Context: an optimization exercise on an open-source flow, tuned for small area and a short achievable clock period. The choices shown serve that exercise and are no tape-out recipe.
In this exercise RTL edits were held to simulation tests only and were not proved equivalent to the original.

## wallace_tree_multiplier
module wallace_tree_multiplier (
    input  logic        clk,
    input  logic        reset,
    input  logic [31:0] multiplicand,
    input  logic [31:0] multiplier,
    output logic [63:0] product,
    output logic        overflow
);
    logic [15:0] one, two, neg;
    logic [33:0] ae;
    assign ae = {multiplicand[31], multiplicand, 1'b0};
    logic [32:0] pp0;
    logic [32:0] pp1;
    logic [32:0] pp2;
    logic [32:0] pp3;
    logic [32:0] pp4;
    logic [32:0] pp5;
    logic [32:0] pp6;
    logic [32:0] pp7;
    logic [32:0] pp8;
    logic [32:0] pp9;
    logic [32:0] pp10;
    logic [32:0] pp11;
    logic [32:0] pp12;
    logic [32:0] pp13;
    logic [32:0] pp14;
    logic [32:0] pp15;
  ...
Size in the first run: roughly 2700 cells after synthesis, ~65 flip-flops, ~130 I/O pins, roughly 24000 µm² of cells after synthesis.
clock: 13.5 ns
lec_check: 0
abc_area: 1
cap_margin: 20
core_margin: 2
core_utilization: 40
setup_slack_margin: 5
slew_margin: 20
synth_hierarchical: 1
standard.sh (not shown) runs the stock make flow with config.mk's settings and CLKGATE_MAP_FILE= SYNTH_SCRIPT=/design/flow/synth_recipe.tcl, a recipe that flattens the netlist after the stock synthesis.
==> flow/flow/run.sh <==
#!/bin/bash
# Standard ORFS layout, with plain buf_1 cells as the port buffers (buffer_ports
# otherwise picks a delay-cell buffer for every port).
set -euo pipefail
export BUFFER_PORTS_ARGS="-buffer_cell sky130_fd_sc_hd__buf_1"
bash standard.sh > standard_flow.log 2>&1
The starting point produced a clean layout.
Then changed:
SETUP_SLACK_MARGIN = 4.5   (was 5)
=>
- maximum frequency decreases by a few percent
- die area stays the same
- setup slack loses 0.41 ns
- final cell count decreases slightly
- first-iteration DRC count decreases by a few percent
Then changed:
CORE_UTILIZATION = 50   (was 40)
SETUP_SLACK_MARGIN = 5   (was 4.5)
What happened:
- The changed run ran to the end with no violations
- utilization grows by 13 points
- via count increases by 2.6%
- maximum frequency went up by 5.1%
- non-clock buffer count climbs by 66
- synthesized cell count stays the same
- routed wire length rose by 1.3%
- die area came out lower by 20%
- register-to-register slack gets worse by 0.23 ns
- worst setup slack improved by 0.43 ns
Then changed:
SETUP_SLACK_MARGIN = 4.5   (was 5)
Global-route usage fell by 0.97 points.
Setup slack degrades by 0.41 ns.
Cell count fell slightly.
Die area does not change.
Routed wire length fell by a few percent.
Count of clock-buffer cells in the layout does not change.
Then changed:
SETUP_SLACK_MARGIN = 4   (was 4.5)
Effect: The changed run produced a clean layout. Cell count is lower by 0.76%. Register-to-register slack hardly moves.
Then changed:
CORE_UTILIZATION = 60   (was 50)
SETUP_SLACK_MARGIN = 4.5   (was 4)
Outcome:
- utilization grows by 11 points
- clock skew barely changes
- clock-buffer cell count shrinks by 1
- synthesized area stays the same
- cell count shrinks by about 2.7%
- cell area grows by about 0.65%
- wire length grows by about 0.8%
- global-route usage grows by 6.9 points
- setup slack gets better by 0.42 ns
- non-clock buffer count grows by 2

* * *

== v6 ==
Starting RTL as in the previous note.
clock: 13.5 ns
lec_check: 0
abc_area: 1
cap_margin: 20
core_margin: 2
core_utilization: 70
setup_slack_margin: 4.5
slew_margin: 20
synth_hierarchical: 1
Scripts as last shown in full above: flow/flow/run.sh
#### Input delta (v7 over v6)
-- flow/config.mk --
<<< v6, line 9
export CAP_MARGIN = 20
export CORE_MARGIN = 2
export CORE_UTILIZATION = 70
export SETUP_SLACK_MARGIN = 4.5
export SLEW_MARGIN = 20
export SYNTH_HIERARCHICAL = 1
>>> v7, line 9
export CAP_MARGIN = 20
export CORE_MARGIN = 2
export CORE_UTILIZATION = 60
export SETUP_SLACK_MARGIN = 5
export SLEW_MARGIN = 20
export SYNTH_HIERARCHICAL = 1
Going from v6 to v7, the maximum frequency was found to have gone up by 5.6%.
For the initial standard-cell utilization of the core, v7 came in 11 points lower than v6 did.
Looking at highest cell delay on the worst timing path across v7 and v6, the one that comes out lower is v6.
Finished layout cell area on v7 is up relative to v6.
What v6 reported for total of plain and repair buffers excluding clock buffers has to be multiplied by 1.2 to get the figure for v7.
Diff v7..v6 | clock-buffer cell count | negligible
On met1 track utilization from global routing: between v7 and v6, it ends up lower for v7.
From v6 to v7 the numbers moved as follows: share of the core filled with cells in the final layout fell 7.1 points; number of cells upsized or downsized after cts picked up an extra about 320%; aggregate global-route resource usage saw a decrease.

==> afterwards: timing with drivers on the ports <==
The results above use ideal ports. As a check the final layouts listed here were re-extracted and re-timed, cells and wires unchanged. Step 1 assumes that a clkbuf_16 drives the clock port and a buf_2 every other input. Step 2 times the ports against the registers' clock, not the clock port: input delays grow and output delays shrink by t, the midpoint of the rising clock arrivals with the driver on. a / b / c = no drivers / after step 1 / after step 2; a / b = the first two.
| run | t, ns | slack for setup (ns) | hold WS [ns] | latest minus earliest clock arrival (ns) | slew at the worst register clock pin (ns) |
|---|---|---|---|---|---|
| the first run of note 1 | 0.442 | 5.082 / 5.119 / 4.678 | 0.556 / 0.556 / 0.556 | 0.012 / 0.011 | 0.06 / 0.06 |
| the second run of note 1 | 0.441 | 4.676 / 4.711 / 4.270 | 0.557 / 0.557 / 0.557 | 0.010 / 0.010 | 0.06 / 0.06 |
| the third run of note 1 | 0.435 | 5.105 / 5.128 / 4.693 | 0.616 / 0.616 / 0.616 | 0.009 / 0.009 | 0.06 / 0.06 |
| the fourth run of note 1 | 0.443 | 4.691 / 4.711 / 4.269 | 0.604 / 0.604 / 0.604 | 0.009 / 0.009 | 0.06 / 0.06 |
| the fifth run of note 1 | 0.447 | 4.275 / 4.314 / 3.868 | 0.601 / 0.601 / 0.601 | 0.009 / 0.009 | 0.06 / 0.06 |
| the sixth run of note 1 | 0.410 | 4.691 / 4.712 / 4.302 | 0.549 / 0.549 / 0.549 | 0.012 / 0.012 | 0.06 / 0.06 |
| v6 | 0.404 | 4.681 / 4.700 / 4.296 | 0.561 / 0.561 / 0.561 | 0.008 / 0.007 | 0.06 / 0.06 |
| v7 | 0.415 | 5.149 / 5.152 / 4.737 | 0.549 / 0.549 / 0.549 | 0.012 / 0.012 | 0.06 / 0.06 |
After both steps every run listed still meets setup and hold. The setup slack of the fourth run of note 1, which loses most, moves by +0.020 ns with the drivers and by -0.422 ns with both steps.
